Background: an optimization exercise with open tools, aiming at small area. Do not read the settings as production practice.
Function was checked by simulation only, so behaviour that the tests miss may differ from the original.

### design/flow/design.v
module fifo #(
    parameter DATA_W = 8
)(
    input clk,
    input rst,
    input wr_en,
    input rd_en,
    input [DATA_W-1:0] data_i,
    output empty,
    output almost_full,
    output reg [DATA_W-1:0] data_o
    );
reg [2:0] cnt;
reg [DATA_W-1:0] m0, m1, m2, m3, m4, m5;
always @(posedge clk) begin
    if (rst)
        cnt <= 3'd0;
    else if (wr_en & ~rd_en)
        cnt <= cnt + 3'd1;
    else if (rd_en & ~wr_en)
        cnt <= cnt - 3'd1;
end
always @(posedge clk) begin
    if (wr_en) begin
        m0 <= data_i;
        m1 <= m0;
        m2 <= m1;
        m3 <= m2;
        m4 <= m3;
        m5 <= m4;
    end
end
always @(*) begin
    case (cnt[1:0])
        2'd0: data_o = m3;
        2'd1: data_o = cnt[2] ? m4 : m0;
        2'd2: data_o = cnt[2] ? m5 : m1;
        default: data_o = m2;
    endcase
end
assign empty = (cnt == 3'd0);
assign almost_full = cnt[2] & cnt[1];
endmodule
module roundrobin_arbiter #(
    parameter N = 7,
    parameter PW = 3
)(
    input clk,
    input rst,
    input off_sig,
    input [N-1:0] requests,
    output [N-1:0] grants_out
    );
reg [PW-1:0] last;
reg [N-1:0] masked, grants;
reg [PW-1:0] idx;
integer k;
always @(*) begin
    for (k = 0; k < N; k = k + 1)
        masked[k] = requests[k] & (k < last);
    grants = {N{1'b0}};
    idx = {PW{1'b0}};
    if (|masked) begin
        for (k = 0; k < N; k = k + 1)
            if (masked[k]) begin
                grants = {N{1'b0}};
                grants[k] = 1'b1;
                idx = k;
            end
    end else begin
        for (k = 0; k < N; k = k + 1)
            if (requests[k]) begin
                grants = {N{1'b0}};
                grants[k] = 1'b1;
                idx = k;
            end
    end
end
assign grants_out = off_sig ? {N{1'b0}} : grants;
always @(posedge clk) begin
    if (rst)
        last <= {PW{1'b0}};
    else if (~off_sig)
        last <= idx;
end
endmodule
module router #(
    parameter ROW = 0,
    parameter COL = 0
) (
    input clk,
    input rst,
    input  [2:0]  row_v_i,
    input  [17:0] row_d_i,
    output [2:0]  row_af_o,
    input  [2:0]  col_v_i,
    input  [11:0] col_d_i,
    output [2:0]  col_af_o,
    input         loc_v_i,
    input  [7:0]  loc_d_i,
    output        loc_af_o,
    output [2:0]  row_v_o,
    output [5:0]  row_d_o,
    input  [2:0]  row_off_i,
    output [2:0]  col_v_o,
    output [11:0] col_d_o,
    input  [2:0]  col_off_i,
    output        loc_v_o,
    output [7:0]  loc_d_o,
    input         loc_off_i
    );
genvar p;
wire [2:0] row_empty, row_rd;
wire [17:0] row_head;
wire [2:0] col_empty, col_rd;
wire [11:0] col_head;
wire loc_empty, loc_rd;
wire [7:0] loc_head;
for (p = 0; p < 3; p = p + 1) begin : g_rowq
    fifo #(.DATA_W(6)) q (.clk(clk), .rst(rst),
        .wr_en(row_v_i[p]), .rd_en(row_rd[p]), .data_i(row_d_i[6*p +: 6]),
        .empty(row_empty[p]), .almost_full(row_af_o[p]),
        .data_o(row_head[6*p +: 6]));
end
for (p = 0; p < 3; p = p + 1) begin : g_colq
    fifo #(.DATA_W(4)) q (.clk(clk), .rst(rst),
        .wr_en(col_v_i[p]), .rd_en(col_rd[p]), .data_i(col_d_i[4*p +: 4]),
        .empty(col_empty[p]), .almost_full(col_af_o[p]),
        .data_o(col_head[4*p +: 4]));
end
fifo #(.DATA_W(8)) loc_q (.clk(clk), .rst(rst),
    .wr_en(loc_v_i), .rd_en(loc_rd), .data_i(loc_d_i),
    .empty(loc_empty), .almost_full(loc_af_o), .data_o(loc_head));
wire [1:0] loc_dr = loc_head[7:6];
wire [1:0] loc_dc = loc_head[5:4];
wire [2:0] loc_req_row, loc_req_col;
wire loc_req_loc;
for (p = 0; p < 3; p = p + 1) begin : g_lreq
    localparam integer NC = (p < COL) ? p : p + 1;
    localparam integer NR = (p < ROW) ? p : p + 1;
    assign loc_req_row[p] = ~loc_empty & (loc_dc == NC);
    assign loc_req_col[p] = ~loc_empty & (loc_dc == COL) & (loc_dr == NR);
end
assign loc_req_loc = ~loc_empty & (loc_dc == COL) & (loc_dr == ROW);
wire [2:0] row_req_loc;
wire [2:0] row_req_col [0:2];    
for (p = 0; p < 3; p = p + 1) begin : g_rreq
    wire [1:0] dr = row_head[6*p+4 +: 2];
    assign row_req_loc[p] = ~row_empty[p] & (dr == ROW);
    assign row_req_col[p][0] = ~row_empty[p] & (dr == ((0 < ROW) ? 0 : 1));
    assign row_req_col[p][1] = ~row_empty[p] & (dr == ((1 < ROW) ? 1 : 2));
    assign row_req_col[p][2] = ~row_empty[p] & (dr == ((2 < ROW) ? 2 : 3));
end
assign row_v_o = loc_req_row & ~row_off_i;
assign row_d_o = {loc_head[7:6], loc_head[3:0]};
wire [3:0] cg [0:2];
for (p = 0; p < 3; p = p + 1) begin : g_carb
    roundrobin_arbiter #(.N(4), .PW(2)) arb (.clk(clk), .rst(rst),
        .off_sig(col_off_i[p]),
        .requests({loc_req_col[p], row_req_col[2][p], row_req_col[1][p], row_req_col[0][p]}),
        .grants_out(cg[p]));
    assign col_v_o[p] = |cg[p];
    assign col_d_o[4*p +: 4] =
        ({4{cg[p][0]}} & row_head[3:0]) |
        ({4{cg[p][1]}} & row_head[9:6]) |
        ({4{cg[p][2]}} & row_head[15:12]) |
        ({4{cg[p][3]}} & loc_head[3:0]);
end
wire [6:0] lg;
roundrobin_arbiter #(.N(7), .PW(3)) loc_arb (.clk(clk), .rst(rst),
    .off_sig(loc_off_i),
    .requests({loc_req_loc, ~col_empty, row_req_loc}),
    .grants_out(lg));
assign loc_v_o = |lg;
wire [1:0] rowid = ROW;
wire [1:0] colid = COL;
assign loc_d_o[7:4] = {rowid, colid};
assign loc_d_o[3:0] =
    ({4{lg[0]}} & row_head[3:0]) |
    ({4{lg[1]}} & row_head[9:6]) |
    ({4{lg[2]}} & row_head[15:12]) |
    ({4{lg[3]}} & col_head[3:0]) |
    ({4{lg[4]}} & col_head[7:4]) |
    ({4{lg[5]}} & col_head[11:8]) |
    ({4{lg[6]}} & loc_head[3:0]);
assign col_rd = lg[5:3];
assign row_rd[0] = lg[0] | cg[0][0] | cg[1][0] | cg[2][0];
assign row_rd[1] = lg[1] | cg[0][1] | cg[1][1] | cg[2][1];
assign row_rd[2] = lg[2] | cg[0][2] | cg[1][2] | cg[2][2];
assign loc_rd = (|row_v_o) | cg[0][3] | cg[1][3] | cg[2][3] | lg[6];
endmodule
module NoC_flattened_butterfly #(
    parameter DATA_W = 8,
    parameter FIFO_DEPTH = 8,
    parameter NODE_PER_ROW = 4,
    parameter NODE_PER_COL = 4
) (
    input clk,
    input rst,
    input [0:NODE_PER_ROW*NODE_PER_COL-1] valid_i_NoC,
    input [0:DATA_W*NODE_PER_ROW*NODE_PER_COL-1] data_i_NoC,
    input [0:NODE_PER_ROW*NODE_PER_COL-1] off_sigs_i_NoC,
    output [0:NODE_PER_ROW*NODE_PER_COL-1] valid_o_NoC,
    output [0:DATA_W*NODE_PER_ROW*NODE_PER_COL-1] data_o_NoC,
    output [0:NODE_PER_ROW*NODE_PER_COL-1] off_sigs_o_NoC
    );
genvar r, c, p;
wire [2:0]  row_v_o  [0:15];
wire [5:0]  row_d_o  [0:15];
wire [2:0]  row_af_o [0:15];
wire [2:0]  col_v_o  [0:15];
wire [11:0] col_d_o  [0:15];
wire [2:0]  col_af_o [0:15];
wire [2:0]  row_v_i  [0:15];
wire [17:0] row_d_i  [0:15];
wire [2:0]  row_off_i[0:15];
wire [2:0]  col_v_i  [0:15];
wire [11:0] col_d_i  [0:15];
wire [2:0]  col_off_i[0:15];
for (r = 0; r < 4; r = r + 1) begin : g_r
    for (c = 0; c < 4; c = c + 1) begin : g_c
        localparam integer N = 4*r + c;
        for (p = 0; p < 3; p = p + 1) begin : g_p
            localparam integer NC = (p < c) ? p : p + 1;
            localparam integer BC = (c < NC) ? c : c - 1;
            localparam integer NR = (p < r) ? p : p + 1;
            localparam integer BR = (r < NR) ? r : r - 1;
            assign row_v_i[N][p]       = row_v_o[4*r + NC][BC];
            assign row_d_i[N][6*p +: 6] = row_d_o[4*r + NC];
            assign row_off_i[N][p]     = row_af_o[4*r + NC][BC];
            assign col_v_i[N][p]       = col_v_o[4*NR + c][BR];
            assign col_d_i[N][4*p +: 4] = col_d_o[4*NR + c][4*BR +: 4];
            assign col_off_i[N][p]     = col_af_o[4*NR + c][BR];
        end
        router #(.ROW(r), .COL(c)) router_inst (
            .clk(clk), .rst(rst),
            .row_v_i(row_v_i[N]), .row_d_i(row_d_i[N]), .row_af_o(row_af_o[N]),
            .col_v_i(col_v_i[N]), .col_d_i(col_d_i[N]), .col_af_o(col_af_o[N]),
            .loc_v_i(valid_i_NoC[N]), .loc_d_i(data_i_NoC[8*N +: 8]),
            .loc_af_o(off_sigs_o_NoC[N]),
            .row_v_o(row_v_o[N]), .row_d_o(row_d_o[N]), .row_off_i(row_off_i[N]),
            .col_v_o(col_v_o[N]), .col_d_o(col_d_o[N]), .col_off_i(col_off_i[N]),
            .loc_v_o(valid_o_NoC[N]), .loc_d_o(data_o_NoC[8*N +: 8]),
            .loc_off_i(off_sigs_i_NoC[N])
            );
    end
end
endmodule
### design/flow/config.mk
export PLATFORM = sky130hd
export DESIGN_NAME = NoC_flattened_butterfly
export DESIGN_NICKNAME = NoC_flattened_butterfly
export VERILOG_FILES = /design/flow/design.v
export SDC_FILE = /design/flow/constraint.sdc
export NUM_CORES = 8
export LEC_CHECK = 0
export ABC_AREA = 1
export CAP_MARGIN = 20
export CORE_MARGIN = 2
export CORE_UTILIZATION = 40
export SLEW_MARGIN = 20
### design/flow/run.sh
#!/bin/bash
# synth_recipe.tcl (not shown) runs the flow's synth.tcl, then flattens the netlist and writes it again
# the make line also repeats each setting of config.mk as NAME=value (left out here)
make -C /OpenROAD-flow-scripts/flow DESIGN_CONFIG=/design/flow/config.mk WORK_HOME=/design/flow/orfs CLKGATE_MAP_FILE= SYNTH_SCRIPT=/design/flow/synth_recipe.tcl finish
### design/flow/constraint.sdc
create_clock -name core_clock -period 10.0 [get_ports {clk}]
set_input_delay 2.0000 -clock core_clock [delete_from_list [all_inputs] [get_ports {clk}]]
set_output_delay 2.0000 -clock core_clock [all_outputs]
set_load 0.01 [all_outputs]
==> flow_summary.yaml, run 1 <==
outcome:
  run_status: "no timing/DRC/antenna violations"
setup_path:
  worst_flop_to_flop_path_endpoint: "g_r[0].g_c[0].router_inst.g_colq[2].q.cnt[2]"
  cp_data_required_time_ns: 8.00
  critical_path.endpoint: "data_o_NoC[47]"
  start_kind: "flip-flop"
  timing_worst_setup_path_type: "flip-flop to output port"
  cp-end-kind: "output port"
  worst-r2r-setup-slack_ns: 4.77
  startpoint: "g_r[1].g_c[1].router_inst.loc_q.cnt[2]"
  arrival_ns: 5.30
  cp_max_fo: 21
  reg2regPathDepth: 21
  worst_r2r_startpoint: "g_r[3].g_c[0].router_inst.loc_q.cnt[2]"
cells_and_area:
  multi_input_area_sq_mm: 0.0597
  post_route_cells_drive_above_1_share: 0.0709
  fillers: 43100
  layout-area-overhead-vs-synth_pct: 13.7
  seqCellArea_sq_mm: 0.119
  final_core_util: 0.457
  layout.nets: 19300
floorplan:
  floorplan.initialDensity: 0.402
  die_height_um: 687
  core_area_sq_mm: 0.464
  io_pins: 322
  full_die_area_sq_mm: 0.472
  floorplan.die.width_um: 687
  rows: 250
min_path:
  path_class_of_the_lowest_slack_min_delay_path: "flip-flop to flip-flop"
synth:
  seq_area_frac_synth: 0.638
  ys_seq_elements: 4128
  postSynth.asyncResetShare: 0
  synth_enable_flop_cells: 3648
  post_synth_num_cell_types: 65
  number_of_instances_in_the_synthesized_netlist: 18400
  synth_top_flop_cell: "sky130_fd_sc_hd__edfxtp_1"
  synth_area_sq_mm: 0.187
  postSynthAreaPerCell_sq_um: 10.2
  ys_warn_count: 22
sta:
  max_slew.worst_pin.slew_ns: 1.30
  final_period_minus_worst_setup_slack_ns: 7.30
  skew_ns: 0.103
  unrepaired_setup_endpoints_after_global_routing: "no"
  min_period_over_period: 0.730
  worst_slew_margin_rel: 0.132
  setup-tns-final_ns: 0
  timing.hold.ws_ns: 0.360
  setup_violations: 0
  finalHoldViolCount: 0
  timing.fmax_ghz: 0.137
  timing.final.max_slew_violations: 0
placed_design:
  final_weighted_congestion_in_routability_driven_placement: 0.957
  port_buffers: 257
  placed_wire_length_estimate_mm: 409
clock_tree:
  resized_gates_after_cts: 0
  h-tree-depth: 5
  tritoncts: "built"
  cts_setup_buffers: 0
  hold_buffers: 0
  clkTransAtPathRegs_ns: 0.06
  worst_skew_pair.late_latency_ns: 1.05
  ctsRootBufferMaster: "sky130_fd_sc_hd__clkbuf_16"
  cts.sink_count: 4128
  clock_tree.buffer_depth: 4
  cts_made_buffers: 439
detailed_routing:
  vias_per_cell: 5.43
  dr_total_vias: 139000
  avgRoutedWirePerCell_um: 22.3
  drcViolationCount: 0
  drt.antenna.violating_nets: 0
  drt-total-wl_mm: 568
  first_iter_violations: 16900
  drt-pass1-iter-count: 8
grt:
  grt_pass1_wl_mm: 830
  antenna_found_initial: 67
  grt_pass1_vias: 128000
  grt-ovfl-total: 0
  grtUsageTotal: 0.232
  grt_start_max_net_pins: 141
flow_run:
  timing.max_cap.violations: 0
per-stage QoR:
step / worst slack (ns) / cells / instance area (sq um)
2_1_floorplan: 1.27 / 18400 / 187000
3_3_place_gp: 3.49 / 24700 / 197000
3_5_place_dp: 3.53 / 24700 / 197000
4_1_cts: 2.59 / 25500 / 212000
5_1_grt: 2.25 / 25500 / 212000
6_report: 2.70 / 25500 / 212000
state kept, by name, indices dropped and copies added, names as in the netlist:
signal and count:
g_r.g_c.router_inst.g_rowq.q.m0 288, g_r.g_c.router_inst.g_rowq.q.m1 288, g_r.g_c.router_inst.g_rowq.q.m2 288, g_r.g_c.router_inst.g_rowq.q.m3 288, g_r.g_c.router_inst.g_rowq.q.m4 288, g_r.g_c.router_inst.g_rowq.q.m5 288, g_r.g_c.router_inst.g_colq.q.m0 192, g_r.g_c.router_inst.g_colq.q.m1 192
g_r.g_c.router_inst.g_colq.q.m2 192, g_r.g_c.router_inst.g_colq.q.m3 192, g_r.g_c.router_inst.g_colq.q.m4 192, g_r.g_c.router_inst.g_colq.q.m5 192, g_r.g_c.router_inst.g_colq.q.cnt 144, g_r.g_c.router_inst.g_rowq.q.cnt 144, g_r.g_c.router_inst.loc_q.m0 128, g_r.g_c.router_inst.loc_q.m1 128
g_r.g_c.router_inst.loc_q.m2 128, g_r.g_c.router_inst.loc_q.m3 128, g_r.g_c.router_inst.loc_q.m4 128, g_r.g_c.router_inst.loc_q.m5 128, g_r.g_c.router_inst.g_carb.arb.last 96, g_r.g_c.router_inst.loc_arb.last 48, g_r.g_c.router_inst.loc_q.cnt 48
area by class of cell:
| type | count | share of cell area |
|---|---|---|
| inverter | 1677 | 0.0297 |
| multi-input combinational | 12200 | 0.281 |
| sequential | 4128 | 0.561 |
| antenna | 23 | 0.000271 |
| clock buffer | 562 | 0.0563 |
| timing repair buffer | 463 | 0.0192 |
| clock inverter | 271 | 0.0156 |
| tap | 6174 | 0.0364 |
synthesized netlist by cell type (112+ instances only):
cell / instances / area (sq um)
sky130_fd_sc_hd__nand3_1: 1492 / 7470
sky130_fd_sc_hd__edfxtp_1: 3648 / 110000
sky130_fd_sc_hd__nand4_1: 333 / 2080
sky130_fd_sc_hd__nand2_1: 4094 / 15400
sky130_fd_sc_hd__dfxtp_1: 480 / 9610
sky130_fd_sc_hd__fa_1: 112 / 2240
sky130_fd_sc_hd__nor2_1: 2276 / 8540
sky130_fd_sc_hd__ha_1: 112 / 1400
sky130_fd_sc_hd__clkbuf_1: 267 / 1000
sky130_fd_sc_hd__o21ai_0: 1510 / 7560
sky130_fd_sc_hd__inv_1: 1588 / 5960
sky130_fd_sc_hd__o2111ai_1: 239 / 2090
sky130_fd_sc_hd__a21oi_1: 827 / 4140
critical path, cell delays in order (launching register included):
cell,delay (ns)
sky130_fd_sc_hd__dfxtp_1,0.75
sky130_fd_sc_hd__inv_1,0.41
sky130_fd_sc_hd__nand2_1,0.14
sky130_fd_sc_hd__nand2_1,0.06
sky130_fd_sc_hd__nand2_1,0.06
sky130_fd_sc_hd__nand2_1,0.05
sky130_fd_sc_hd__inv_1,0.05
sky130_fd_sc_hd__nand3_1,0.43
sky130_fd_sc_hd__nor2_1,0.42
sky130_fd_sc_hd__nand2_1,0.21
sky130_fd_sc_hd__nand2_1,0.16
sky130_fd_sc_hd__nor2_1,0.07
sky130_fd_sc_hd__nand2_1,0.06
sky130_fd_sc_hd__nand2_1,0.15
sky130_fd_sc_hd__nand3_1,0.11
sky130_fd_sc_hd__nand2_1,0.06
sky130_fd_sc_hd__nor2_1,0.15
sky130_fd_sc_hd__nand2_1,0.30
sky130_fd_sc_hd__clkdlybuf4s50_1,0.58
routing by layer:
layer	vias to the layer above	global-route usage	routed length, um
li1	65300	-	-
met1	66900	0.334	250000
met2	5452	0.357	252000
met3	906	0.0309	42100
met4	18	0.0886	23100
met5	-	0	126
placed cells by master (no fill, tap or decap), types with 72 or more instances in the layout:
cell,netlist,final
sky130_fd_sc_hd__o221ai_1,82,82
sky130_fd_sc_hd__nor3_1,81,80
sky130_fd_sc_hd__clkbuf_16,0,442
sky130_fd_sc_hd__nor2_1,2276,2270
sky130_fd_sc_hd__o21ai_0,1510,1510
sky130_fd_sc_hd__or2_2,72,72
sky130_fd_sc_hd__buf_4,100,204
sky130_fd_sc_hd__o2111ai_1,239,233
sky130_fd_sc_hd__inv_1,1588,1587
sky130_fd_sc_hd__o211ai_1,94,94
sky130_fd_sc_hd__ha_1,112,112
sky130_fd_sc_hd__fa_1,112,112
sky130_fd_sc_hd__dfxtp_1,480,480
sky130_fd_sc_hd__clkinv_2,0,80
sky130_fd_sc_hd__nand4_1,333,333
sky130_fd_sc_hd__o21a_1,82,82
sky130_fd_sc_hd__clkdlybuf4s50_1,0,240
sky130_fd_sc_hd__nor2_2,108,108
sky130_fd_sc_hd__inv_2,78,78
sky130_fd_sc_hd__o21ai_1,83,83
sky130_fd_sc_hd__clkbuf_1,267,76
sky130_fd_sc_hd__edfxtp_1,3648,3648
sky130_fd_sc_hd__o22ai_1,100,100
sky130_fd_sc_hd__a21oi_1,827,821
sky130_fd_sc_hd__nand2_1,4094,4094
sky130_fd_sc_hd__nand3_1,1492,1492
cells by family after synthesis:
kind of cell / after synthesis / share of synthesized area
DFF: 4128 / 0.638
buffers and inverters: 2100 / 0.0448
other: 2 / 0.0000402
adders and majority gates: 224 / 0.0195
AOI/OAI and AO/OA: 3195 / 0.0976
muxes: 9 / 0.000482
xor gates and xnor gates: 51 / 0.00239
and+or+nand+nor: 8668 / 0.197
worst min path at each step:
stage,startpoint,endpoint,slack [ns],cells past startpoint
6_report,g_r[2].g_c[1].router_inst.g_colq[2].q.m2[1],g_r[2].g_c[1].router_inst.g_colq[2].q.m3[1],0.36,0
5_1_grt,g_r[2].g_c[1].router_inst.g_colq[2].q.m2[1],g_r[2].g_c[1].router_inst.g_colq[2].q.m3[1],0.37,0
4_1_cts,g_r[2].g_c[1].router_inst.g_colq[2].q.m2[1],g_r[2].g_c[1].router_inst.g_colq[2].q.m3[1],0.35,0
3_5_place_dp,g_r[1].g_c[3].router_inst.g_rowq[1].q.m1[4],g_r[1].g_c[3].router_inst.g_rowq[1].q.m2[4],0.42,0
3_3_place_gp,g_r[3].g_c[1].router_inst.g_rowq[2].q.m2[4],g_r[3].g_c[1].router_inst.g_rowq[2].q.m3[4],0.42,0
2_1_floorplan,g_r[0].g_c[0].router_inst.g_rowq[0].q.m1[4],g_r[0].g_c[0].router_inst.g_rowq[0].q.m2[4],0.42,0
==> inputs of run 2 (changes only) <==
--- a/design/flow/design.v
+++ b/design/flow/design.v
@@ -1,45 +1,27 @@
-module fifo #(
-    parameter DATA_W = 8
-)(
-    input clk,
-    input rst,
-    input wr_en,
-    input rd_en,
-    input [DATA_W-1:0] data_i,
-    output empty,
-    output almost_full,
-    output reg [DATA_W-1:0] data_o
-    );
-reg [2:0] cnt;
+module fifo #(parameter DATA_W = 8)(input clk, input rst, input wr_en, input rd_en, input [DATA_W-1:0] data_i,
+    output empty, output almost_full, output [DATA_W-1:0] data_o);
+reg [2:0] b;
 reg [DATA_W-1:0] m0, m1, m2, m3, m4, m5;
+wire u = wr_en & ~rd_en;
+wire d = rd_en & ~wr_en;
+wire n0 = b[0] ? (b[1] ? ~u : ~d) : (b[1] ? (~b[2] & d) : u);
+wire n1 = b[1] ? ((b[0] & ~d) | (~b[0] & ~b[2]) | (b[2] & ~u)) : ((~b[2] & b[0] & u) | (b[2] & ~b[0] & d));
+wire n2 = (b[2] & ~(b[1] & d)) | (~b[2] & b[1] & ~b[0] & u);
 always @(posedge clk) begin
-    if (rst)
-        cnt <= 3'd0;
-    else if (wr_en & ~rd_en)
-        cnt <= cnt + 3'd1;
-    else if (rd_en & ~wr_en)
-        cnt <= cnt - 3'd1;
-end
-always @(posedge clk) begin
-    if (wr_en) begin
-        m0 <= data_i;
-        m1 <= m0;
-        m2 <= m1;
-        m3 <= m2;
-        m4 <= m3;
-        m5 <= m4;
-    end
-end
-always @(*) begin
-    case (cnt[1:0])
-        2'd0: data_o = m3;
-        2'd1: data_o = cnt[2] ? m4 : m0;
-        2'd2: data_o = cnt[2] ? m5 : m1;
-        default: data_o = m2;
-    endcase
-end
-assign empty = (cnt == 3'd0);
-assign almost_full = cnt[2] & cnt[1];
+    if (rst) b <= 3'b000;
+    else b <= {n2, n1, n0};
+end
+always @(posedge clk) if (wr_en) begin m0 <= data_i; m1 <= m0; m2 <= m1; m3 <= m2; m4 <= m3; m5 <= m4; end
+wire s0 = ~b[2] & ~b[1];
+wire s1 = b[1] & b[0];
+wire s2 = ~b[2] & ~b[0];
+wire s3 = b[2] & b[1];
+wire s4 = ~b[1] & ~b[0];
+wire s5 = b[2] & b[0];
+assign data_o = ({DATA_W{s0}} & m0) | ({DATA_W{s1}} & m1) | ({DATA_W{s2}} & m2) |
+                ({DATA_W{s3}} & m3) | ({DATA_W{s4}} & m4) | ({DATA_W{s5}} & m5);
+assign empty = ~|b;
+assign almost_full = b[2] & b[0];
 endmodule
 module roundrobin_arbiter #(
     parameter N = 7,
@@ -52,31 +34,31 @@
     output [N-1:0] grants_out
     );
 reg [PW-1:0] last;
-reg [N-1:0] masked, grants;
+wire [N-1:0] req = requests & {N{~off_sig}};
+wire [N-1:0] m, sm, h, g;
 reg [PW-1:0] idx;
-integer k;
+genvar k;
+for (k = 0; k < N; k = k + 1) begin : g_k
+    assign m[k] = req[k] & (k < last);
+    if (k == N-1) begin
+        assign sm[k] = 1'b0;
+        assign h[k] = 1'b0;
+    end else begin
+        assign sm[k] = sm[k+1] | m[k+1];
+        assign h[k] = h[k+1] | req[k+1];
+    end
+end
+wire a = sm[0] | m[0];
+for (k = 0; k < N; k = k + 1) begin : g_g
+    assign g[k] = (m[k] & ~sm[k]) | (req[k] & ~a & ~h[k]);
+end
+integer i;
 always @(*) begin
-    for (k = 0; k < N; k = k + 1)
-        masked[k] = requests[k] & (k < last);
-    grants = {N{1'b0}};
     idx = {PW{1'b0}};
-    if (|masked) begin
-        for (k = 0; k < N; k = k + 1)
-            if (masked[k]) begin
-                grants = {N{1'b0}};
-                grants[k] = 1'b1;
-                idx = k;
-            end
-    end else begin
-        for (k = 0; k < N; k = k + 1)
-            if (requests[k]) begin
-                grants = {N{1'b0}};
-                grants[k] = 1'b1;
-                idx = k;
-            end
-    end
-end
-assign grants_out = off_sig ? {N{1'b0}} : grants;
+    for (i = 0; i < N; i = i + 1)
+        if (g[i]) idx = idx | i;
+end
+assign grants_out = g;
 always @(posedge clk) begin
     if (rst)
         last <= {PW{1'b0}};
==> design/flow/flow/run.sh (new file) <==
#!/bin/bash
# Layout flow: the standard ORFS flow (standard.sh), with two changes:
#  - Yosys maps the logic with an area-oriented ABC script (flow/area.abc);
#    the synthesis script, flip-flop mapping, flattening and renaming are
#    the standard flow's own.
#  - extra ORFS variables from flow/make.args are added to the make call
#    (clock tree buffers, port buffer cell).
# Each tool's full output is in orfs/logs/; make's own output is in flow.log.
set -euo pipefail
here=$(pwd)

# Synthesis script: the standard flow's, with abc's -script argument replaced.
{
  head -n 1 synth_recipe.tcl
  cat <<TCL
proc abc {args} {
  set i [lsearch -exact \$args -script]
  if {\$i >= 0} { lset args [expr {\$i + 1}] $here/flow/area.abc }
  puts "abc called with script $here/flow/area.abc"
  yosys abc {*}\$args
}
TCL
  tail -n +2 synth_recipe.tcl
} > my_synth.tcl

extra=""
if [[ -f flow/make.args ]]; then
  extra=$(grep -v '^#' flow/make.args | tr '\n' ' ')
fi
sed "s#SYNTH_SCRIPT=[^ ]*#SYNTH_SCRIPT=$here/my_synth.tcl $extra#" standard.sh > my_standard.sh
grep -q "SYNTH_SCRIPT=$here/my_synth.tcl" my_standard.sh

bash my_standard.sh "$@" > flow.log 2>&1
==> design/flow/flow/area.abc (new file) <==
strash
dch -f
amap
topo
==> design/flow/flow/make.args (new file) <==
CTS_ARGS='-sink_clustering_enable -repair_clock_nets -dont_use_dummy_load -sink_clustering_size 15 -sink_clustering_max_diameter 65 -buf_list {sky130_fd_sc_hd__clkbuf_8}'
BUFFER_PORTS_ARGS='-buffer_cell sky130_fd_sc_hd__buf_1'
==> design/flow/standard.sh (new file) <==
#!/bin/bash
# synth_recipe.tcl (not shown) runs the flow's synth.tcl, then flattens the netlist and writes it again
# the make line also repeats each setting of config.mk as NAME=value (left out here)
make -C /OpenROAD-flow-scripts/flow DESIGN_CONFIG=/design/flow/config.mk WORK_HOME=/design/flow/orfs CLKGATE_MAP_FILE= SYNTH_SCRIPT=/design/flow/synth_recipe.tcl "${@:-finish}"
--- a/design/flow/config.mk
+++ b/design/flow/config.mk
@@ -6,7 +6,7 @@
 export NUM_CORES = 8
 export LEC_CHECK = 0
 export ABC_AREA = 1
-export CAP_MARGIN = 20
+export CAP_MARGIN = 10
 export CORE_MARGIN = 2
 export CORE_UTILIZATION = 40
-export SLEW_MARGIN = 20
+export SLEW_MARGIN = 10
removed: design/flow/run.sh
==> flow_summary.yaml, run 2 <==
sta:
  finalHoldViolCount: 0
  max_slew.worst_pin.slew_ns: 1.32
  final_period_minus_worst_setup_slack_ns: 9.18
  setup_violations: 0
  min_period_over_period: 0.918
  unrepaired_setup_endpoints_after_global_routing: "no"
  timing.final.max_slew_violations: 0
  timing.hold.ws_ns: 0.292
  timing.fmax_ghz: 0.109
  setup-tns-final_ns: 0
  worst_slew_margin_rel: 0.0988
  timing.final.ws_setup_ns: 0.825
  skew_ns: 0.173
detailed_routing:
  met1_wl_mm: 213
  vias_per_cell: 6.15
  met3_length_mm: 45.0
  dr_total_vias: 119000
  route.met2.wl_mm: 221
  drcViolationCount: 0
  first_iter_violations: 17200
  drt.antenna.violating_nets: 0
  drt-total-wl_mm: 505
  drt-pass1-iter-count: 9
  avgRoutedWirePerCell_um: 26.2
  top_signal_layer_used: "met5"
floorplan:
  io_pins: 322
  floorplan.die.width_um: 653
  floorplan.initialDensity: 0.401
  full_die_area_sq_mm: 0.426
  core_area_sq_mm: 0.420
  die_height_um: 653
  rows: 238
cells_and_area:
  layout.cells.most_common: "sky130_fd_sc_hd__edfxtp_1"
  layout.nets: 13900
  fillers: 38100
  multi_input_area_sq_mm: 0.0451
  seqCellArea_sq_mm: 0.119
  final_cells: 19300
  layout-area-overhead-vs-synth_pct: 9.21
  post_route_cells_drive_above_1_share: 0.0584
  layout_common_cells: "3648 x sky130_fd_sc_hd__edfxtp_1, 1647 x sky130_fd_sc_hd__nor2_1, 1149 x sky130_fd_sc_hd__nand2_1, 1067 x sky130_fd_sc_hd__clkinv_1, 550 x sky130_fd_sc_hd__a21oi_1"
  final_core_util: 0.438
  fin_area_sq_mm: 0.184
setup_path:
  start_kind: "flip-flop"
  worst-r2r-setup-slack_ns: 3.62
  cp_max_fo: 8
  arrival_ns: 7.18
  timing_worst_setup_path_type: "flip-flop to output port"
  cp-end-kind: "output port"
  cp_data_required_time_ns: 8.00
  reg2regPathDepth: 20
synth:
  post_synth_num_cell_types: 49
  synthXorXnorAreaFrac: 0
  ys_seq_elements: 4128
  synth.top_cell.area_share: 0.650
  seq_area_frac_synth: 0.707
  synth_top_flop_cell: "sky130_fd_sc_hd__edfxtp_1"
  ys_warn_count: 22
  synth_area_sq_mm: 0.168
  number_of_instances_in_the_synthesized_netlist: 12800
  post_synth_mux_area_share: 0
  synthSimpleGateAreaFrac: 0.107
  combinational_family_with_the_most_area_after_synthesis: "compound AO/OA/AOI/OAI gates"
  postSynth.asyncResetShare: 0
  most_common_cell_in_the_netlist: "sky130_fd_sc_hd__edfxtp_1"
  synth_compound_area_frac: 0.158
  synth.largest_area_cell: "sky130_fd_sc_hd__edfxtp_1"
  synth_fa_ha_area_frac: 0
  synth_commonest_cells: "3648 x sky130_fd_sc_hd__edfxtp_1, 1649 x sky130_fd_sc_hd__nor2_1, 1149 x sky130_fd_sc_hd__nand2_1, 1068 x sky130_fd_sc_hd__clkinv_1, 550 x sky130_fd_sc_hd__a21oi_1"
  ys_top_cells_by_area: "sky130_fd_sc_hd__edfxtp_1 65%, sky130_fd_sc_hd__dfxtp_1 5.7%, sky130_fd_sc_hd__nor2_1 3.7%, sky130_fd_sc_hd__a222oi_1 2.8%, sky130_fd_sc_hd__nand2_1 2.6%"
  postSynthAreaPerCell_sq_um: 13.2
  synth_enable_flop_cells: 3648
clock_tree:
  tritoncts: "built"
  cts.sink_count: 4128
  resized_gates_after_cts: 0
  clock_tree.buffer_depth: 4
  ctsRootBufferMaster: "sky130_fd_sc_hd__clkbuf_8"
  h-tree-depth: 5
  cts_setup_buffers: 0
  clkTransAtPathRegs_ns: 0.09
  worst_skew_pair.late_latency_ns: 1.19
  hold_buffers: 0
  cts_made_buffers: 355
grt:
  antenna_found_initial: 68
  grt_pass1_vias: 109000
  grt_pass1_wl_mm: 728
  grtUsageTotal: 0.227
  grt-ovfl-total: 0
  grt_start_max_net_pins: 134
min_path:
  worst_hold_path.num_cells: 0
  path_class_of_the_lowest_slack_min_delay_path: "flip-flop to flip-flop"
placed_design:
  final_weighted_congestion_in_routability_driven_placement: 0.962
  post-place-cells: 18900
  port_buffers: 257
  placement.setup.worst_slack_ns: 1.87
  dp_area_sq_mm: 0.179
  placed_wire_length_estimate_mm: 360
flow_run:
  timing.max_cap.violations: 0
outcome:
  run_status: "no timing/DRC/antenna violations"
## run 2: cell types whose count changed after synthesis, moves of 353 or more
| cell | before | now |
|---|---|---|
| sky130_fd_sc_hd__nand2_1 | 4094 | 1149 |
| sky130_fd_sc_hd__inv_1 | 1588 | 0 |
| sky130_fd_sc_hd__o21ai_0 | 1510 | 193 |
| sky130_fd_sc_hd__nand3_1 | 1492 | 188 |
| sky130_fd_sc_hd__clkinv_1 | 10 | 1068 |
| sky130_fd_sc_hd__nor2_1 | 2276 | 1649 |
| sky130_fd_sc_hd__a222oi_1 | 0 | 479 |
| sky130_fd_sc_hd__a221oi_1 | 9 | 362 |
## run 2: logic make-up (layout without fill, tap and decap cells)
kind of cell	Yosys count	after routing
flip-flops	4128	4128
AND/OR/NAND/NOR	4084	4084
AO/OA/AOI/OAI	3393	3393
buffers and inverters	1164	2053
other	2	97
## run 2: worst paths after layout
| check | from | end |
|---|---|---|
| worst max-delay path | g_r[3].g_c[2].router_inst.loc_q.b[1] | data_o_NoC[118] |
| worst min-delay path | g_r[3].g_c[1].router_inst.g_colq[1].q.m2[3] | g_r[3].g_c[1].router_inst.g_colq[1].q.m3[3] |
| worst max register to register | g_r[0].g_c[2].router_inst.loc_q.b[1] | g_r[0].g_c[2].router_inst.loc_q.b[1] |
| worst min register to register | g_r[3].g_c[1].router_inst.g_colq[1].q.m2[3] | g_r[3].g_c[1].router_inst.g_colq[1].q.m3[3] |
## run 2: area by class of cell
| type | instances | share of cell area |
|---|---|---|
| Multi-Input combinational cell | 7541 | 0.245 |
| Inverter | 1068 | 0.0218 |
| Timing Repair Buffer | 630 | 0.0207 |
| Sequential cell | 4128 | 0.648 |
| Tap cell | 5520 | 0.0375 |
| Antenna cell | 33 | 0.000449 |
| Clock buffer | 355 | 0.0266 |
## run 2: layer usage
layer	up-vias	track usage
met5	-	0
met4	30	0.102
met3	964	0.0382
met2	5920	0.340
met1	58500	0.323
li1	53100	-
## run 2: critical path, cell delays in order (launching register included)
cell and delay (ns):
sky130_fd_sc_hd__dfxtp_1 0.42, sky130_fd_sc_hd__clkinv_1 0.18, sky130_fd_sc_hd__nor2_1 0.47, sky130_fd_sc_hd__a222oi_1 0.20
sky130_fd_sc_hd__and2_0 0.19, sky130_fd_sc_hd__o21ai_0 0.16, sky130_fd_sc_hd__or2_0 0.54, sky130_fd_sc_hd__nor4_1 0.22
sky130_fd_sc_hd__and3_1 0.27, sky130_fd_sc_hd__or2_0 0.24, sky130_fd_sc_hd__nand2b_1 0.16, sky130_fd_sc_hd__or2_0 0.23
sky130_fd_sc_hd__nand2b_1 0.15, sky130_fd_sc_hd__or2_0 0.24, sky130_fd_sc_hd__nor2_1 0.20, sky130_fd_sc_hd__clkinv_1 0.18
sky130_fd_sc_hd__o32ai_1 0.47, sky130_fd_sc_hd__clkinv_1 0.30, sky130_fd_sc_hd__o211ai_1 0.92, sky130_fd_sc_hd__buf_1 0.22
==> inputs of run 3 (changes only) <==
--- a/design/flow/design.v
+++ b/design/flow/design.v
@@ -1,27 +1,47 @@
-module fifo #(parameter DATA_W = 8)(input clk, input rst, input wr_en, input rd_en, input [DATA_W-1:0] data_i,
-    output empty, output almost_full, output [DATA_W-1:0] data_o);
+module fifo #(
+    parameter DATA_W = 8
+)(
+    input clk,
+    input rst,
+    input wr_en,
+    input rd_en,
+    input [DATA_W-1:0] data_i,
+    output empty,
+    output almost_full,
+    output [DATA_W-1:0] data_o
+    );
 reg [2:0] b;
 reg [DATA_W-1:0] m0, m1, m2, m3, m4, m5;
-wire u = wr_en & ~rd_en;
-wire d = rd_en & ~wr_en;
-wire n0 = b[0] ? (b[1] ? ~u : ~d) : (b[1] ? (~b[2] & d) : u);
-wire n1 = b[1] ? ((b[0] & ~d) | (~b[0] & ~b[2]) | (b[2] & ~u)) : ((~b[2] & b[0] & u) | (b[2] & ~b[0] & d));
-wire n2 = (b[2] & ~(b[1] & d)) | (~b[2] & b[1] & ~b[0] & u);
+wire n0 = wr_en ? (rd_en ? b[0] : ~b[1]) : (rd_en ? b[1] : b[0]);
+wire n1 = wr_en ? (rd_en ? b[1] : b[0]) : (rd_en ? ~b[0] : b[1]);
+wire n2 = wr_en ? (b[2] | (~rd_en & b[1] & ~b[0])) : (b[2] & ~(rd_en & ~b[0]));
 always @(posedge clk) begin
-    if (rst) b <= 3'b000;
-    else b <= {n2, n1, n0};
-end
-always @(posedge clk) if (wr_en) begin m0 <= data_i; m1 <= m0; m2 <= m1; m3 <= m2; m4 <= m3; m5 <= m4; end
-wire s0 = ~b[2] & ~b[1];
-wire s1 = b[1] & b[0];
-wire s2 = ~b[2] & ~b[0];
-wire s3 = b[2] & b[1];
-wire s4 = ~b[1] & ~b[0];
-wire s5 = b[2] & b[0];
-assign data_o = ({DATA_W{s0}} & m0) | ({DATA_W{s1}} & m1) | ({DATA_W{s2}} & m2) |
-                ({DATA_W{s3}} & m3) | ({DATA_W{s4}} & m4) | ({DATA_W{s5}} & m5);
-assign empty = ~|b;
-assign almost_full = b[2] & b[0];
+    if (rst)
+        b <= 3'b000;
+    else
+        b <= {n2, n1, n0};
+end
+always @(posedge clk) begin
+    if (wr_en) begin
+        m0 <= data_i;
+        m1 <= m0;
+        m2 <= m1;
+        m3 <= m2;
+        m4 <= m3;
+        m5 <= m4;
+    end
+end
+wire s0 = ~b[2] & ~b[1];                 
+wire s1 = ~b[2] & b[1] & b[0];           
+wire s2 = b[1] & ~b[0];                  
+wire s3 = ~b[1] & ~b[0];                 
+wire s4 = b[2] & ~b[1] & b[0];           
+wire s5 = b[2] & b[1];                   
+wire [DATA_W-1:0] t0 = ~(({DATA_W{s0}} & m0) | ({DATA_W{s1}} & m1) | ({DATA_W{s2}} & m2));
+wire [DATA_W-1:0] t1 = ~(({DATA_W{s3}} & m3) | ({DATA_W{s4}} & m4) | ({DATA_W{s5}} & m5));
+assign data_o = ~(t0 & t1);
+assign empty = ~(b[2] | b[1] | b[0]);
+assign almost_full = b[2] & b[1];
 endmodule
 module roundrobin_arbiter #(
     parameter N = 7,
==> flow_summary.yaml, run 3 <==
outcome:
  run_status: "no timing/DRC/antenna violations"
setup_path:
  path_cells: "clkinv_1 > nor3_1 > a222oi_1 > and2_0 > o21ai_0 > or2_0 > nor4_1 > and3_1 > or2_0 > nand2b_1 > o21bai_1 > nand2b_1 > or2_0 > nor2_1 > clkinv_1 > o32ai_1 > clkinv_1 > a21oi_1 > nor2_1 > o2111ai_1 > buf_1"
  path_buf_inv: 4
  timing_worst_setup_path_type: "flip-flop to output port"
  cp_data_required_time_ns: 8.00
  cpMaxStageDelayCell: "sky130_fd_sc_hd__nor3_1"
  start_kind: "flip-flop"
  cp_max_fo: 8
  critical-path-max-stage-delay_ns: 0.81
  cp_top_family: "simple AND/OR/NAND/NOR gates"
  arrival_ns: 7.60
  cp-end-kind: "output port"
clock_tree:
  worst_skew_pair.late_latency_ns: 1.16
  clkTransAtPathRegs_ns: 0.10
  ctsRootBufferMaster: "sky130_fd_sc_hd__clkbuf_8"
  clock_tree.buffer_depth: 4
  cts.sink_count: 4128
  tritoncts: "built"
  hold_buffers: 0
  cts_setup_buffers: 0
  h-tree-depth: 5
  cts_made_buffers: 357
floorplan:
  die_height_um: 649
  floorplan.die.width_um: 649
  io_pins: 322
  core_area_sq_mm: 0.414
  floorplan.initialDensity: 0.402
  rows: 236
  full_die_area_sq_mm: 0.421
grt:
  grt-ovfl-total: 0
  grt_pass1_vias: 105000
  grt_start_max_net_pins: 110
  grtUsageTotal: 0.222
  antenna_found_initial: 54
  grt_pass1_wl_mm: 709
sta:
  worst_slew_margin_rel: 0.108
  min_period_over_period: 0.960
  setup_violations: 0
  timing.final.max_slew_violations: 0
  timing.fmax_ghz: 0.104
  setup-tns-final_ns: 0
  final_period_minus_worst_setup_slack_ns: 9.60
  timing.hold.ws_ns: 0.382
  max_slew.worst_pin.slew_ns: 1.34
  skew_ns: 0.142
  timing.final.ws_setup_ns: 0.401
  finalHoldViolCount: 0
synth:
  synth.largest_area_cell: "sky130_fd_sc_hd__edfxtp_1"
  post_synth_num_cell_types: 51
  synth_commonest_cells: "3648 x sky130_fd_sc_hd__edfxtp_1, 1581 x sky130_fd_sc_hd__nor2_1, 1110 x sky130_fd_sc_hd__clkinv_1, 986 x sky130_fd_sc_hd__a222oi_1, 621 x sky130_fd_sc_hd__nand2_1"
  synth_enable_flop_cells: 3648
  seq_area_frac_synth: 0.716
  ys_warn_count: 22
  postSynthAreaPerCell_sq_um: 13.5
  ys_top_cells_by_area: "sky130_fd_sc_hd__edfxtp_1 66%, sky130_fd_sc_hd__a222oi_1 5.9%, sky130_fd_sc_hd__dfxtp_1 5.8%, sky130_fd_sc_hd__nor2_1 3.6%, sky130_fd_sc_hd__clkinv_1 2.5%"
  synth_top_flop_cell: "sky130_fd_sc_hd__edfxtp_1"
  synth_area_sq_mm: 0.166
  postSynth.asyncResetShare: 0
  synth.top_cell.area_share: 0.658
  number_of_instances_in_the_synthesized_netlist: 12300
  most_common_cell_in_the_netlist: "sky130_fd_sc_hd__edfxtp_1"
  ys_seq_elements: 4128
flow_run:
  timing.max_cap.violations: 0
detailed_routing:
  drt.antenna.violating_nets: 0
  vias_per_cell: 6.14
  dr_total_vias: 115000
  avgRoutedWirePerCell_um: 26.3
  drt-pass1-iter-count: 13
  first_iter_violations: 19000
  drcViolationCount: 0
  drt-total-wl_mm: 491
placed_design:
  post-place-cells: 18300
  final_weighted_congestion_in_routability_driven_placement: 0.973
  placement.setup.worst_slack_ns: 1.37
  dp_area_sq_mm: 0.176
  placed_wire_length_estimate_mm: 351
  port_buffers: 257
cells_and_area:
  final_cells: 18700
  fin_area_sq_mm: 0.181
  post_route_cells_drive_above_1_share: 0.0553
  final_core_util: 0.438
  layout.cells.most_common: "sky130_fd_sc_hd__edfxtp_1"
  fillers: 37100
  layout_common_cells: "3648 x sky130_fd_sc_hd__edfxtp_1, 1573 x sky130_fd_sc_hd__nor2_1, 1109 x sky130_fd_sc_hd__clkinv_1, 986 x sky130_fd_sc_hd__a222oi_1, 621 x sky130_fd_sc_hd__nand2_1"
  layout-area-overhead-vs-synth_pct: 8.94
  layout.nets: 13300
min_path:
  path_class_of_the_lowest_slack_min_delay_path: "flip-flop to flip-flop"
run 3: cell count changes after synthesis, sizes merged, moves of 100 or more:
cell / previous run / this run
a2111oi: 143 / 27
a221oi: 362 / 75
a222oi: 479 / 986
a32o: 154 / 24
a32oi: 277 / 65
and2: 2 / 129
and3: 84 / 257
nand2: 1149 / 621
nand3: 188 / 88
run 3: cell families (layout without fill, tap and decap cells):
logic type	count (synthesis)	count (layout)	synth area share
buffers and inverters	1206	2009	0.0294
AND/OR/NAND/NOR	3714	3714	0.103
other	2	95	0.0000451
flip-flops	4128	4128	0.716
AO/OA/AOI/OAI	3265	3265	0.152
run 3: path summary, 6_finish.rpt:
| kind | from | to | slack [ns] | depth (start not counted) |
|---|---|---|---|---|
| setup / recovery | g_r[0].g_c[1].router_inst.loc_q.b[0] | data_o_NoC[13] | 0.40 | 21 |
| hold / removal | g_r[0].g_c[1].router_inst.g_rowq[2].q.m4[2] | g_r[0].g_c[1].router_inst.g_rowq[2].q.m5[2] | 0.38 | 0 |
| setup reg to reg | g_r[2].g_c[3].router_inst.loc_q.b[1] | g_r[2].g_c[3].router_inst.loc_q.b[0] | 3.30 | 24 |
| hold reg to reg | g_r[0].g_c[1].router_inst.g_rowq[2].q.m4[2] | g_r[0].g_c[1].router_inst.g_rowq[2].q.m5[2] | 0.38 | 0 |
run 3: what timing repair did:
item / CTS / global route
endpoints found under the setup margin: 0 / 5
endpoints found under the hold margin: 0 / 0
resized for setup: 0 / 3
run 3: area by class of cell:
type	count	area, sq um	share of cell area
antenna	31	77.6	0.000428
clock buffer	357	4910	0.0271
inverter	1110	4170	0.0230
multi-input combinational	7043	43100	0.237
sequential	4128	119000	0.657
tap	5474	6850	0.0378
timing repair buffer	542	3140	0.0173
run 3: per-layer routing:
layer / global-route usage / wire (um) / vias to the layer above
li1: - / - / 51300
met3: 0.0355 / 42600 / 959
met5: 0 / 149 / -
met4: 0.105 / 25700 / 24
met2: 0.334 / 217000 / 5742
met1: 0.315 / 206000 / 56800
==> inputs of run 4 (changes only) <==
==> design/flow/flow/area.abc (replaced) <==
strash
dch -f
amap -F 16 -A 16 -C 2000
topo
--- a/design/flow/config.mk
+++ b/design/flow/config.mk
@@ -8,5 +8,6 @@
 export ABC_AREA = 1
 export CAP_MARGIN = 10
 export CORE_MARGIN = 2
-export CORE_UTILIZATION = 40
+export CORE_UTILIZATION = 70
+export PLACE_DENSITY = 0.8
 export SLEW_MARGIN = 10
==> flow_summary.yaml, run 4 <==
sta:
  timing.final.max_slew_violations: 0
  max_slew.worst_pin.slew_ns: 1.35
  final_period_minus_worst_setup_slack_ns: 9.21
  timing.fmax_ghz: 0.109
  unrepaired_setup_endpoints_after_global_routing: "no"
  worst_slew_margin_rel: 0.0954
  skew_ns: 0.113
  timing.hold.ws_ns: 0.403
  min_period_over_period: 0.921
  setup-tns-final_ns: 0
  finalHoldViolCount: 0
  setup_violations: 0
floorplan:
  io_pins: 322
  core_area_sq_mm: 0.235
  full_die_area_sq_mm: 0.239
  die_height_um: 489
  rows: 178
  floorplan.die.width_um: 489
  floorplan.initialDensity: 0.702
cells_and_area:
  layout-area-overhead-vs-synth_pct: 6.97
  layout.nets: 12900
  layout.cells.most_common: "sky130_fd_sc_hd__edfxtp_1"
  fillers: 14100
  post_route_cells_drive_above_1_share: 0.0537
  seqCellArea_sq_mm: 0.119
  layout_common_cells: "3648 x sky130_fd_sc_hd__edfxtp_1, 1457 x sky130_fd_sc_hd__a222oi_1, 1398 x sky130_fd_sc_hd__nor2_1, 1171 x sky130_fd_sc_hd__clkinv_1, 826 x sky130_fd_sc_hd__nand2_1"
  multi_input_area_sq_mm: 0.0412
  final_cells: 16000
  final_core_util: 0.751
synth:
  postSynth.asyncResetShare: 0
  ys_warn_count: 22
  ys_seq_elements: 4128
  synth_commonest_cells: "3648 x sky130_fd_sc_hd__edfxtp_1, 1457 x sky130_fd_sc_hd__a222oi_1, 1409 x sky130_fd_sc_hd__nor2_1, 1172 x sky130_fd_sc_hd__clkinv_1, 826 x sky130_fd_sc_hd__nand2_1"
  number_of_instances_in_the_synthesized_netlist: 12000
  postSynthAreaPerCell_sq_um: 13.7
  synth.largest_area_cell: "sky130_fd_sc_hd__edfxtp_1"
  synth.top_cell.area_share: 0.665
  post_synth_num_cell_types: 44
  most_common_cell_in_the_netlist: "sky130_fd_sc_hd__edfxtp_1"
  synth_top_flop_cell: "sky130_fd_sc_hd__edfxtp_1"
  ys_top_cells_by_area: "sky130_fd_sc_hd__edfxtp_1 67%, sky130_fd_sc_hd__a222oi_1 8.9%, sky130_fd_sc_hd__dfxtp_1 5.8%, sky130_fd_sc_hd__nor2_1 3.2%, sky130_fd_sc_hd__clkinv_1 2.7%"
  synth_area_sq_mm: 0.165
  synth_enable_flop_cells: 3648
  seq_area_frac_synth: 0.724
setup_path:
  timing_worst_setup_path_type: "flip-flop to output port"
  arrival_ns: 7.21
  critical_path.most_common_cell: "sky130_fd_sc_hd__clkinv_1"
  cp-end-kind: "output port"
  cp_max_fo: 8
  cp_top_family: "simple AND/OR/NAND/NOR gates"
  cp_data_required_time_ns: 8.00
  start_kind: "flip-flop"
  critical-path-max-stage-delay_ns: 0.84
  path_buf_inv: 4
  path_cells: "clkinv_1 > nor3_1 > a222oi_1 > nand2_1 > clkinv_1 > or3_1 > nor4_1 > a31oi_1 > o211ai_1 > nand2b_1 > nor2b_1 > nand2b_1 > nor3_1 > a21oi_1 > clkinv_1 > a21oi_1 > o2111ai_1 > buf_1"
  cpMaxStageDelayCell: "sky130_fd_sc_hd__nor3_1"
grt:
  grt-ovfl-total: 0
  grt_start_max_net_pins: 142
  antenna_found_initial: 58
  grtUsageTotal: 0.390
  grt_pass1_wl_mm: 694
  grt_pass1_vias: 111000
clock_tree:
  cts.sink_count: 4128
  cts_made_buffers: 332
  ctsRootBufferMaster: "sky130_fd_sc_hd__clkbuf_8"
  resized_gates_after_cts: 0
  worst_skew_pair.late_latency_ns: 1.15
  h-tree-depth: 5
  clock_tree.buffer_depth: 4
  clkTransAtPathRegs_ns: 0.10
  hold_buffers: 0
  tritoncts: "built"
  cts_setup_buffers: 0
placed_design:
  post-place-cells: 15600
  placed_wire_length_estimate_mm: 350
  port_buffers: 257
  final_weighted_congestion_in_routability_driven_placement: 1.01
detailed_routing:
  first_iter_violations: 26200
  dr_total_vias: 119000
  avgRoutedWirePerCell_um: 30.0
  drt-pass1-iter-count: 15
  drt-total-wl_mm: 479
  drcViolationCount: 0
  vias_per_cell: 7.46
  drt.antenna.violating_nets: 0
outcome:
  run_status: "no timing/DRC/antenna violations"
flow_run:
  timing.max_cap.violations: 0
min_path:
  path_class_of_the_lowest_slack_min_delay_path: "flip-flop to flip-flop"
==> run 4: cell count changes after synthesis, sizes merged, moves of 104 or more <==
cell,delta
a22oi,-108
nor3,+268
nor2,-172
a21oi,-228
and3,-197
o221ai,-186
and2,-104
a222oi,+471
nand2,+205
==> run 4: logic make-up (layout without fill, tap and decap cells) <==
kind of cell | after synthesis | count (layout) | share of synthesized area
AND/OR/NAND/NOR | 3663 | 3663 | 0.0997
other | 2 | 115 | 0.0000456
flip-flops | 4128 | 4128 | 0.724
buffers and inverters | 1268 | 1990 | 0.0311
AO/OA/AOI/OAI | 2918 | 2918 | 0.145
==> run 4: layout make-up <==
cell class / count / area share
sequential: 4128 / 0.677
multi-input combinational: 6645 / 0.234
clock buffer: 332 / 0.0259
inverter: 1172 / 0.0250
tap: 3150 / 0.0224
timing repair buffer: 486 / 0.0154
antenna: 51 / 0.000725
==> run 4: per-layer routing <==
metal / up-vias / part of all wire / GRT usage
li1: 50400 / - / -
met1: 57500 / 0.35 / 0.527
met2: 9599 / 0.44 / 0.568
met3: 1596 / 0.14 / 0.105
met4: 32 / 0.072 / 0.247
met5: - / 0.00048 / 0
==> run 4: worst paths after layout <==
check	startpoint	end	cells past startpoint	slack [ns]
max	g_r[0].g_c[1].router_inst.loc_q.b[1]	data_o_NoC[12]	18	0.79
min	g_r[0].g_c[0].router_inst.g_colq[1].q.m2[2]	g_r[0].g_c[0].router_inst.g_colq[1].q.m3[2]	0	0.40
max reg2reg	g_r[0].g_c[1].router_inst.loc_q.b[1]	g_r[0].g_c[1].router_inst.g_rowq[2].q.b[0]	19	3.18
min reg2reg	g_r[0].g_c[0].router_inst.g_colq[1].q.m2[2]	g_r[0].g_c[0].router_inst.g_colq[1].q.m3[2]	0	0.40
==> run 4: through the flow <==
| stage | setup slack (ns) | cell area [sq um] |
|---|---|---|
| floorplan | 2.72 | 165000 |
| global placement | 2.22 | 171000 |
| detailed placement | 2.13 | 171000 |
| CTS | 0.977 | 176000 |
| global route | 0.331 | 176000 |
| finish | 0.791 | 176000 |
==> inputs of run 5 (changes only) <==
--- a/design/flow/design.v
+++ b/design/flow/design.v
@@ -56,10 +56,25 @@
 reg [PW-1:0] last;
 wire [N-1:0] req = requests & {N{~off_sig}};
 wire [N-1:0] m, sm, h, g;
-reg [PW-1:0] idx;
+wire [PW-1:0] idx;
+generate if (N == 7) begin : g_n7
+    assign m[0] = req[0] & ((last[2]) | (last[0]) | (last[1]));
+    assign m[1] = req[1] & ((last[2]) | (last[1]));
+    assign m[2] = req[2] & ((~last[0] & last[1]) | (last[2]));
+    assign m[3] = req[3] & ((~last[0] & last[1]) | (~last[0] & last[2]));
+    assign m[4] = req[4] & ((~last[0] & last[2]));
+    assign m[5] = req[5] & ((~last[0] & ~last[1] & last[2]));
+    assign m[6] = 1'b0;
+    assign idx = {(g[3] | g[5] | g[6]), (g[2] | g[4] | g[5]), (g[1] | g[2] | g[3])};
+ end else begin : g_n4
+    assign m[0] = req[0] & ((last[0]) | (last[1]));
+    assign m[1] = req[1] & ((last[1]));
+    assign m[2] = req[2] & ((last[0] & last[1]));
+    assign m[3] = 1'b0;
+    assign idx = {(g[2] | g[3]), (g[1] | g[3])};
+ end endgenerate
 genvar k;
 for (k = 0; k < N; k = k + 1) begin : g_k
-    assign m[k] = req[k] & (k < last);
     if (k == N-1) begin
         assign sm[k] = 1'b0;
         assign h[k] = 1'b0;
@@ -71,12 +86,6 @@
 wire a = sm[0] | m[0];
 for (k = 0; k < N; k = k + 1) begin : g_g
     assign g[k] = (m[k] & ~sm[k]) | (req[k] & ~a & ~h[k]);
-end
-integer i;
-always @(*) begin
-    idx = {PW{1'b0}};
-    for (i = 0; i < N; i = i + 1)
-        if (g[i]) idx = idx | i;
 end
 assign grants_out = g;
 always @(posedge clk) begin
==> flow_summary.yaml, run 5 <==
outcome:
  run_status: "no timing/DRC/antenna violations"
placed_design:
  placed_wire_length_estimate_mm: 342
  post-place-cells: 15400
  port_buffers: 257
  final_weighted_congestion_in_routability_driven_placement: 1.02
grt:
  grt_pass1_wl_mm: 683
  grt_start_max_net_pins: 144
  grt-ovfl-total: 0
  grtUsageTotal: 0.384
  antenna_found_initial: 67
  grt_pass1_vias: 109000
detailed_routing:
  avgRoutedWirePerCell_um: 29.8
  drcViolationCount: 0
  vias_per_cell: 7.47
  drt-pass1-iter-count: 17
  drt-total-wl_mm: 470
  dr_total_vias: 118000
  drt.antenna.violating_nets: 0
  first_iter_violations: 26800
cells_and_area:
  layout.cells.most_common: "sky130_fd_sc_hd__edfxtp_1"
  final_cells: 15800
  layout-area-overhead-vs-synth_pct: 6.79
  post_route_cells_drive_above_1_share: 0.0503
  layout.nets: 12700
  fillers: 13900
  layout_common_cells: "3648 x sky130_fd_sc_hd__edfxtp_1, 1472 x sky130_fd_sc_hd__a222oi_1, 1307 x sky130_fd_sc_hd__nor2_1, 1181 x sky130_fd_sc_hd__clkinv_1, 752 x sky130_fd_sc_hd__nand2_1"
sta:
  max_slew.worst_pin.slew_ns: 1.34
  timing.final.max_slew_violations: 0
  timing.hold.ws_ns: 0.386
  finalHoldViolCount: 0
  final_period_minus_worst_setup_slack_ns: 8.59
  worst_slew_margin_rel: 0.102
  setup-tns-final_ns: 0
  setup_violations: 0
  unrepaired_setup_endpoints_after_global_routing: "no"
  skew_ns: 0.118
  timing.fmax_ghz: 0.116
  min_period_over_period: 0.859
setup_path:
  timing_worst_setup_path_type: "flip-flop to output port"
  critical_path.most_common_cell: "sky130_fd_sc_hd__clkinv_1"
  cpMaxStageDelayCell: "sky130_fd_sc_hd__nor3_1"
  worst-r2r-setup-slack_ns: 3.33
  cp_max_fo: 8
  worst_r2r_startpoint: "g_r[2].g_c[1].router_inst.loc_q.b[1]"
  startpoint: "g_r[3].g_c[3].router_inst.loc_q.b[1]"
  cp_data_required_time_ns: 8.00
  arrival_ns: 6.59
  cp-end-kind: "output port"
  path_cells: "clkinv_1 > nor3_1 > a222oi_1 > nand2_1 > clkinv_1 > or2_0 > nor4_1 > clkinv_1 > nand3_1 > nor3_1 > a31oi_1 > a21oi_1 > a2111oi_0 > nand2_1 > buf_1"
  worst_flop_to_flop_path_endpoint: "g_r[0].g_c[1].router_inst.g_colq[1].q.b[2]"
  critical-path-max-stage-delay_ns: 0.85
  start_kind: "flip-flop"
  reg2regPathDepth: 13
clock_tree:
  tritoncts: "built"
  hold_buffers: 0
  clock_tree.buffer_depth: 4
  cts.sink_count: 4128
  h-tree-depth: 5
  cts_setup_buffers: 0
  cts_made_buffers: 330
  resized_gates_after_cts: 0
  worst_skew_pair.late_latency_ns: 1.10
  ctsRootBufferMaster: "sky130_fd_sc_hd__clkbuf_8"
  clkTransAtPathRegs_ns: 0.11
floorplan:
  rows: 177
  die_height_um: 488
  floorplan.initialDensity: 0.705
  floorplan.die.width_um: 488
  io_pins: 322
  core_area_sq_mm: 0.233
  full_die_area_sq_mm: 0.238
min_path:
  worst_hold_path.num_cells: 0
  path_class_of_the_lowest_slack_min_delay_path: "flip-flop to flip-flop"
  worstHoldStart: "g_r[1].g_c[1].router_inst.g_rowq[1].q.m0[0]"
  worstHoldEndpoint: "g_r[1].g_c[1].router_inst.g_rowq[1].q.m1[0]"
synth:
  ys_top_cells_by_area: "sky130_fd_sc_hd__edfxtp_1 67%, sky130_fd_sc_hd__a222oi_1 9.0%, sky130_fd_sc_hd__dfxtp_1 5.9%, sky130_fd_sc_hd__nor2_1 3.0%, sky130_fd_sc_hd__clkinv_1 2.7%"
  number_of_instances_in_the_synthesized_netlist: 11800
  synth.top_cell.area_share: 0.668
  ys_warn_count: 22
  postSynth.asyncResetShare: 0
  postSynthAreaPerCell_sq_um: 13.9
  synth.largest_area_cell: "sky130_fd_sc_hd__edfxtp_1"
  ys_seq_elements: 4128
  most_common_cell_in_the_netlist: "sky130_fd_sc_hd__edfxtp_1"
  synth_top_flop_cell: "sky130_fd_sc_hd__edfxtp_1"
  seq_area_frac_synth: 0.727
  synth_enable_flop_cells: 3648
  synth_area_sq_mm: 0.164
  synth_commonest_cells: "3648 x sky130_fd_sc_hd__edfxtp_1, 1472 x sky130_fd_sc_hd__a222oi_1, 1315 x sky130_fd_sc_hd__nor2_1, 1182 x sky130_fd_sc_hd__clkinv_1, 752 x sky130_fd_sc_hd__nand2_1"
  post_synth_num_cell_types: 49
flow_run:
  timing.max_cap.violations: 0
-- run 5: cell count changes after synthesis, moves of 45 or more --
cell	previous run	this run
sky130_fd_sc_hd__o22ai_1	79	155
sky130_fd_sc_hd__a21oi_1	353	398
sky130_fd_sc_hd__a22oi_1	77	23
sky130_fd_sc_hd__nand2_1	826	752
sky130_fd_sc_hd__nor4_1	251	317
sky130_fd_sc_hd__nor2_1	1409	1315
-- run 5: worst max path at each step --
stage	endpoint	slack, ns	cells past startpoint
2_1_floorplan	g_r[0].g_c[1].router_inst.loc_q.b[1]	2.71	12
3_3_place_gp	data_o_NoC[15]	2.39	14
3_5_place_dp	data_o_NoC[15]	2.30	14
4_1_cts	data_o_NoC[125]	1.48	15
5_1_grt	valid_o_NoC[15]	0.98	15
6_report	data_o_NoC[125]	1.41	15
-- run 5: kinds of logic (layout without fill, tap and decap cells) --
| logic type | Yosys count | in the layout | share of synthesized area |
|---|---|---|---|
| other | 2 | 139 | 0.0000458 |
| AO/OA/AOI/OAI | 2950 | 2950 | 0.147 |
| buffers and inverters | 1278 | 1965 | 0.0315 |
| flip-flops | 4128 | 4128 | 0.727 |
| AND/OR/NAND/NOR | 3446 | 3446 | 0.0949 |
-- run 5: stage by stage --
step,setup slack [ns],util,instance area (sq um)
2_1_floorplan,2.71,-,164000
3_3_place_gp,2.39,0.732,170000
3_5_place_dp,2.30,0.732,170000
4_1_cts,1.48,0.751,175000
5_1_grt,0.978,0.752,175000
6_report,1.41,0.752,175000
-- run 5: final cells by class --
cell class / instances / area [sq um] / share of cell area
Sequential cell: 4128 / 119000 / 0.680
Multi-Input combinational cell: 6460 / 40400 / 0.231
Inverter: 1182 / 4440 / 0.0253
Timing Repair Buffer: 453 / 2470 / 0.0141
Tap cell: 3132 / 3920 / 0.0224
Clock buffer: 330 / 4540 / 0.0259
Antenna cell: 75 / 188 / 0.00107
-- run 5: per-layer routing --
| metal | GRT usage | vias to the layer above | wire length (um) |
|---|---|---|---|
| li1 | - | 49900 | - |
| met1 | 0.528 | 56700 | 167000 |
| met2 | 0.555 | 9498 | 205000 |
| met3 | 0.0915 | 1539 | 64200 |
| met4 | 0.246 | 18 | 33400 |
| met5 | 0 | - | 131 |
-- run 5: worst max-delay path: cells and delay by family, from the launching register on --
kind | cells | cell delay (ns)
flip-flops | 1 | 0.46
buffers and inverters | 4 | 0.79
AND/OR/NAND/NOR | 7 | 2.79
AO/OA/AOI/OAI | 4 | 1.47

-- static timing again, ports no longer ideal --
The flow's constraints put no driver on any port. The routed layouts listed below were extracted and timed again, unchanged, in two steps. Step 1 sets driving cells, clkbuf_16 on the clock port and buf_2 on the other inputs (assumed; they add their load-dependent delay and slew). Step 2 adds t to the input delays and takes it off the output delays; t is the mean of the earliest and latest rising clock arrival at the registers after step 1. Input paths then give back, and output paths get back, about the clock's delay inside the block. Slacks: no drivers / after step 1 / after step 2; pairs: no drivers / after step 1.
run | t, ns | setup WS [ns] | worst register clock-pin slew, ns
run 1 | 1.119 | 2.701 / 2.581 / 3.378 | 0.08 / 0.08
run 2 | 1.211 | 0.825 / 0.719 / 1.512 | 0.11 / 0.11
run 3 | 1.192 | 0.401 / 0.294 / 1.357 | 0.10 / 0.10
run 4 | 1.176 | 0.791 / 0.698 / 1.856 | 0.12 / 0.12
run 5 | 1.143 | 1.406 / 1.305 / 2.056 | 0.11 / 0.11
After both steps every run listed still meets setup and hold.
